Background: an optimization exercise with open tools, aiming at small area. Do not read the settings as production practice.
Only simulation tests tie the RTL to the original design; equivalence was not proved.
Power is estimated from default activity; no workload was simulated.

## pepper
Design mq, start of the top module:
module mq
     (  
	   MQ_out,
	   word_last_flag,
	   stop,
	   data_valid_pass_reg,
	   flush_over,
	   word_last_valid,
	   bit_enough_to_bpc,
	   one_codeblock_over,
	   PCXD,
	   flush,
	   clk,
	   rst,
	   rst_syn,
	   start_aga,
	   song_require,
	   block_all_bp_over);
==> flow/config.mk <==
export PLATFORM = sky130hd
export DESIGN_NAME = mq
export DESIGN_NICKNAME = mq
export VERILOG_FILES = /design/flow/design.v
export SDC_FILE = /design/flow/constraint.sdc
export NUM_CORES = 4
export LEC_CHECK = 0
export ABC_AREA = 1
export CAP_MARGIN = 20
export CORE_MARGIN = 2
export CORE_UTILIZATION = 70
export CTS_CLUSTER_DIAMETER = 100
export CTS_CLUSTER_SIZE = 25
export PLACE_DENSITY = 0.8
export SLEW_MARGIN = 20
==> flow/constraint.sdc <==
create_clock -name core_clock -period 12.0 [get_ports {clk}]
set_input_delay 2.4000 -clock core_clock [delete_from_list [all_inputs] [get_ports {clk}]]
set_output_delay 2.4000 -clock core_clock [all_outputs]
set_load 0.01 [all_outputs]
run.sh (not shown) runs the stock make flow with config.mk's settings and CLKGATE_MAP_FILE= SYNTH_SCRIPT=/design/flow/synth_recipe.tcl, a recipe that flattens the netlist after the stock synthesis.
> inputs changed (pepper -> violet)
- PLACE_DENSITY: 0.8 -> 0.6
- CORE_UTILIZATION: 70 -> 45
[summary]
Highest achievable clock rate: lower on pepper
violet vs. pepper: share of power burned in the clock network increased by 1.8 points relative to the old numbers; reported leakage power increased by 0.096 nW relative to the old numbers; wire length increased by about 7% relative to the old numbers; global-route usage decreased by 14 points relative to the old numbers.
Re remaining routing DRC violations: no difference whatsoever between violet and pepper.
When violet is set beside pepper, its number of standard cells in the final layout excluding fillers turns out to be 6.3% larger.
Diff pepper -> violet: global routing usage on met2 shows a reduction of 19 points; total power consumption of the routed design went up; multi-input gate area in the final layout closely matched the old numbers; hold slack barely changed.
Edits applied to the flow inputs when going from violet to tundra:
- changing CTS_CLUSTER_DIAMETER from 100 to 120
- changing CTS_CLUSTER_SIZE from 25 to 30
Notes after the runs:
tundra finished end to end and its layout was clean on timing, DRC and antenna. Largest incremental delay on the critical path (lower): violet. As far as non-clock buffer contribution to total cell area is concerned, tundra and violet perform about the same. Looking only at clock buffer count from CTS, and setting everything else aside, the higher value of tundra and violet goes to violet. Compared with violet, tundra has less setup slack. tundra — leakage dissipation 0.59% lower, violet as reference. From violet to tundra, standard cell area after detailed placement did not move at all. Delta (tundra minus violet): maximum fanout along the worst path has increased, clock latency on the worst-skew pair has increased. Between tundra and violet, the difference in global-route wire length before repair is negligible.

---

== v27 ==
mq again, from the RTL that the note above started with.
make LEC_CHECK=0 ABC_AREA=1 CAP_MARGIN=20 CORE_MARGIN=2 CORE_UTILIZATION=70 CTS_BUF_LIST='sky130_fd_sc_hd__clkbuf_8 sky130_fd_sc_hd__clkbuf_16' CTS_CLUSTER_DIAMETER=100 CTS_CLUSTER_SIZE=25 PLACE_DENSITY=0.8 SLEW_MARGIN=20 finish   # period 12.0 ns
Setup changes, v27 to v37
- a change of PLACE_DENSITY from 0.8 to 0.72
- a deleted CTS_BUF_LIST that had been sky130_fd_sc_hd__clkbuf_8 sky130_fd_sc_hd__clkbuf_16
- a change of CORE_UTILIZATION from 70 to 60
### Flow results
Least setup slack across all paths after layout, v27 and v37: lower on v27. Changes observed in v37 relative to v27: fraction of area in multi-input gates decreased by 0.20 points relative to the old numbers, routed wire length decreased by 0.73% relative to the old numbers.
[inputs] v53 vs v37
- a change of CTS_CLUSTER_SIZE from 25 to 28
## What came out
- The count of clock-buffer cells in the layout reported for v53 is smaller than that of v37 by 4.
- Compared with v37, in v53 post-route non-filler standard cell count now sits at about the same level; final net count flat; leakage component of the power roughly the same; buffer and inverter count on the worst path went down.
- In v53 relative to v37, number of global-route vias before repair had gone down slightly.
- As far as cell area is concerned, v37 and v53 perform about the same.
- In v53, the data arrival time of the worst path came out 0.05 ns above the value in v37.
- ~same total wire length in v37 and v53
- Summary of v53 over v37: via count ~0 delta, final design utilization stayed essentially flat.

[static timing again, ports no longer ideal]
The results above use ideal ports. As a check the final layouts listed here were re-extracted and re-timed, cells and wires unchanged.
Step 1, drivers: a clkbuf_16 drives clk and a buf_2 each remaining input, both assumed.
Step 2 adds t to the input delays and takes it off the output delays; t is the mean of the earliest and latest rising clock arrival at the registers after step 1. Input paths then give back, and output paths get back, about the clock's delay inside the block.
Three values: ideal, step 1, step 2; two values: the first two.
run	t (ns)	setup slack, ns	slew at the worst register clock pin (ns)	worst data-port slew with drivers (ns)
pepper	0.698	2.622 / 2.559 / 3.256	0.11 / 0.11	0.04
violet	0.701	2.896 / 2.832 / 3.533	0.11 / 0.11	0.06
tundra	0.713	2.868 / 2.799 / 3.512	0.13 / 0.13	0.06
v27	0.698	2.622 / 2.559 / 3.256	0.11 / 0.11	0.04
v37	0.699	2.639 / 2.572 / 3.270	0.11 / 0.11	0.05
v53	0.681	2.588 / 2.520 / 3.201	0.12 / 0.12	0.05
After both steps setup and hold are still met in every run listed.
